This is an optimization exercise on Yosys and OpenROAD, whose aim is small area and a short achievable clock period, not a production implementation. Only simulation tests tie the RTL to the original design; equivalence was not proved. Power figures rest on the tool's default switching activity, not on a simulated workload.

==> flow/design.v (excerpt) <==
module	apb_pwm #(parameter DATA_WIDTH = 32,
                        ADDR_WIDTH = 8)(
	input   logic                   PCLK_i,
	input   logic                   PRST_ni,
	input   logic                   PWRITE_i,
	input   logic [ADDR_WIDTH -1:0] PADDR_i,
	input   logic [DATA_WIDTH -1:0] PWDATA_i,
	input   logic                   PSEL_i,PENABLE_i,
	output  logic [DATA_WIDTH -1:0] PRDATA_o,
	output  logic                   o_pwm_1,
	output  logic                   o_pwm_2,
	output  logic                   oe_pwm1,
	output  logic                   oe_pwm2,
	output  logic                   PSLVERR_o,PREADY_o
);
==> flow/config.mk <==
export PLATFORM = sky130hd
export DESIGN_NAME = apb_pwm
export DESIGN_NICKNAME = apb_pwm
export VERILOG_FILES = /design/flow/design.v
export SDC_FILE = /design/flow/constraint.sdc
export NUM_CORES = 4
export LEC_CHECK = 0
export CAP_MARGIN = 20
export CORE_MARGIN = 2
export CORE_UTILIZATION = 50
export CTS_BUF_LIST = sky130_fd_sc_hd__clkbuf_16
export CTS_CLUSTER_DIAMETER = 80
export CTS_CLUSTER_SIZE = 24
export SETUP_SLACK_MARGIN = 2.6
export SLEW_MARGIN = 20
export TNS_END_PERCENT = 10
==> flow/constraint.sdc <==
create_clock -name core_clock -period 5.0 [get_ports {PCLK_i}]
set_input_delay 1.0000 -clock core_clock [delete_from_list [all_inputs] [get_ports {PCLK_i}]]
set_output_delay 1.0000 -clock core_clock [all_outputs]
set_load 0.01 [all_outputs]
standard.sh (not shown) runs the stock make flow with config.mk's settings and CLKGATE_MAP_FILE= SYNTH_SCRIPT=/design/flow/synth_recipe.tcl, a recipe that flattens the netlist after the stock synthesis.
==> flow/flow/run.sh <==
#!/bin/bash
# The standard layout (standard.sh) with these changes:
#  - synthesis keeps adders as plain logic for ABC (no adder-cell extraction)
#    and, when flow/abc.script exists, maps with that ABC script instead of
#    ORFS's; registers and their names are those of the standard synthesis
#  - ports get buf_1 buffers (or the cell named in flow/port_buf), sized
#    later by repair, instead of delay cells
# make's full output goes to standard.log; ORFS's own logs are in orfs/logs.
#  - the delay cells are added to the platform's don't-use list
set -euo pipefail
W=$PWD
PORT_BUF=sky130_fd_sc_hd__buf_1
if [[ -f flow/port_buf ]]; then PORT_BUF=$(cat flow/port_buf); fi
DONT_USE="sky130_fd_sc_hd__probe_p_8 sky130_fd_sc_hd__probec_p_8 sky130_fd_sc_hd__lpflow_bleeder_1 sky130_fd_sc_hd__lpflow_clkbufkapwr_1 sky130_fd_sc_hd__lpflow_clkbufkapwr_16 sky130_fd_sc_hd__lpflow_clkbufkapwr_2 sky130_fd_sc_hd__lpflow_clkbufkapwr_4 sky130_fd_sc_hd__lpflow_clkbufkapwr_8 sky130_fd_sc_hd__lpflow_clkinvkapwr_1 sky130_fd_sc_hd__lpflow_clkinvkapwr_16 sky130_fd_sc_hd__lpflow_clkinvkapwr_2 sky130_fd_sc_hd__lpflow_clkinvkapwr_4 sky130_fd_sc_hd__lpflow_clkinvkapwr_8 sky130_fd_sc_hd__lpflow_decapkapwr_12 sky130_fd_sc_hd__lpflow_decapkapwr_3 sky130_fd_sc_hd__lpflow_decapkapwr_4 sky130_fd_sc_hd__lpflow_decapkapwr_6 sky130_fd_sc_hd__lpflow_decapkapwr_8 sky130_fd_sc_hd__lpflow_inputiso0n_1 sky130_fd_sc_hd__lpflow_inputiso0p_1 sky130_fd_sc_hd__lpflow_inputiso1n_1 sky130_fd_sc_hd__lpflow_inputiso1p_1 sky130_fd_sc_hd__lpflow_inputisolatch_1 sky130_fd_sc_hd__lpflow_isobufsrc_1 sky130_fd_sc_hd__lpflow_isobufsrc_16 sky130_fd_sc_hd__lpflow_isobufsrc_2 sky130_fd_sc_hd__lpflow_isobufsrc_4 sky130_fd_sc_hd__lpflow_isobufsrc_8 sky130_fd_sc_hd__lpflow_isobufsrckapwr_16 sky130_fd_sc_hd__lpflow_lsbuf_lh_hl_isowell_tap_1 sky130_fd_sc_hd__lpflow_lsbuf_lh_hl_isowell_tap_2 sky130_fd_sc_hd__lpflow_lsbuf_lh_hl_isowell_tap_4 sky130_fd_sc_hd__lpflow_lsbuf_lh_isowell_4 sky130_fd_sc_hd__lpflow_lsbuf_lh_isowell_tap_1 sky130_fd_sc_hd__lpflow_lsbuf_lh_isowell_tap_2 sky130_fd_sc_hd__lpflow_lsbuf_lh_isowell_tap_4"
DELAY_CELLS="sky130_fd_sc_hd__clkdlybuf4s15_1 sky130_fd_sc_hd__clkdlybuf4s15_2 sky130_fd_sc_hd__clkdlybuf4s18_1 sky130_fd_sc_hd__clkdlybuf4s18_2 sky130_fd_sc_hd__clkdlybuf4s25_1 sky130_fd_sc_hd__clkdlybuf4s25_2 sky130_fd_sc_hd__clkdlybuf4s50_1 sky130_fd_sc_hd__clkdlybuf4s50_2 sky130_fd_sc_hd__dlygate4sd1_1 sky130_fd_sc_hd__dlygate4sd2_1 sky130_fd_sc_hd__dlygate4sd3_1 sky130_fd_sc_hd__dlymetal6s2s_1 sky130_fd_sc_hd__dlymetal6s4s_1 sky130_fd_sc_hd__dlymetal6s6s_1"
args=(ADDER_MAP_FILE= "BUFFER_PORTS_ARGS=-buffer_cell $PORT_BUF" "SYNTH_SCRIPT=$W/flow/my_synth.tcl")
if [[ -f flow/no_delay_cells ]]; then args+=("DONT_USE_CELLS=$DONT_USE $DELAY_CELLS"); fi
if [[ -f flow/abc.script ]]; then args+=("MY_ABC_SCRIPT=$W/flow/abc.script"); fi
if [[ -f flow/extra.vars ]]; then while read -r l; do [[ -n "$l" ]] && args+=("$l"); done < flow/extra.vars; fi
bash standard.sh "${args[@]}" finish > standard.log 2>&1
==> flow/flow/abc.script <==
strash
dch
map -D 1000
topo
stime -c
Other scripts of this flow, unchanged in this note and not shown: flow/flow/my_synth.tcl
The starting point ran to the end with no violations.
Rerun with:
==> flow/flow/abc.script (replaced) <==
strash
dch -f
map
topo
stime -c
==> flow/flow/no_delay_cells (new file) <==
delay cells are on the don't-use list
==> flow/flow/port_buf (new file) <==
sky130_fd_sc_hd__buf_2
Settings changed: TNS_END_PERCENT 10 to 0.
Total power goes down by 4.8%.
Via count goes up by 10%.
Area after synthesis goes up by 2.7%.
Clock power goes up by about 5%.
Cell count goes up by 5.8%.
Die area goes up by 2.6%.
Rerun with:
==> flow/flow/abc.script (replaced) <==
strash
dch
map -D 1000
topo
stime -c
Settings changed: GPL_ROUTABILITY_DRIVEN from default to 0, SETUP_SLACK_MARGIN 2.6 to 2.8, TNS_END_PERCENT 0 to 2.
removed: flow/flow/no_delay_cells
removed: flow/flow/port_buf
=> Final area decreases by about 2.3%. Synthesized area decreases by 2.6%. Global-route usage decreases by 1.9 points. Total power increases by about 10%. Cell count decreases by 4.8%. Utilization increases by 0.18 points. Routed wire length decreases by 6.9%. Synthesized cell count decreases by 3.6%. Combinational power increases to 2.5 times its value. Register-to-register slack improves by 0.24 ns.
Rerun with:
Settings changed: GPL_ROUTABILITY_DRIVEN 0 to default, SETUP_SLACK_MARGIN 2.8 to 2.6, TNS_END_PERCENT 2 to 5.
After rerunning:
- final area shrinks by a few percent
- count of clock-buffer cells in the layout goes down by 2
- first-iteration DRC count shrinks by about a fifth
- non-clock buffer count falls by 16
- worst setup slack gets better by 0.016 ns
- flip-flop and latch count is unchanged
- power went down by a few percent

-- what the ideal ports hide --
Ports are ideal in the flow. The routed layouts listed here were re-timed in OpenROAD.
Step 1 assumes that a clkbuf_16 drives the clock port and a buf_2 every other input.
Step 2, shift: input delay + t, output delay - t, t = (earliest + latest rising clock arrival at the registers) / 2. This alone moves slack from input paths to output paths.
a / b / c = no drivers / after step 1 / after step 2; a / b = the first two.
run	t, ns	setup WS [ns]	worst setup path at the end	worst slew at a driven data input, ns	pins driven straight from the clock port
the first run	0.621	2.560 / 2.584 / 1.963	input to register	0.05	1
the second run	0.625	2.456 / 2.456 / 1.906	input to register	0.04	1
the third run	0.623	2.575 / 2.607 / 1.984	input to register	0.05	1
the fourth run	0.623	2.591 / 2.611 / 1.989	input to register	0.05	1
After both steps setup and hold are still met in every run listed. The setup slack of the fourth run, which loses most, moves by +0.020 ns with the drivers and by -0.602 ns with both steps.
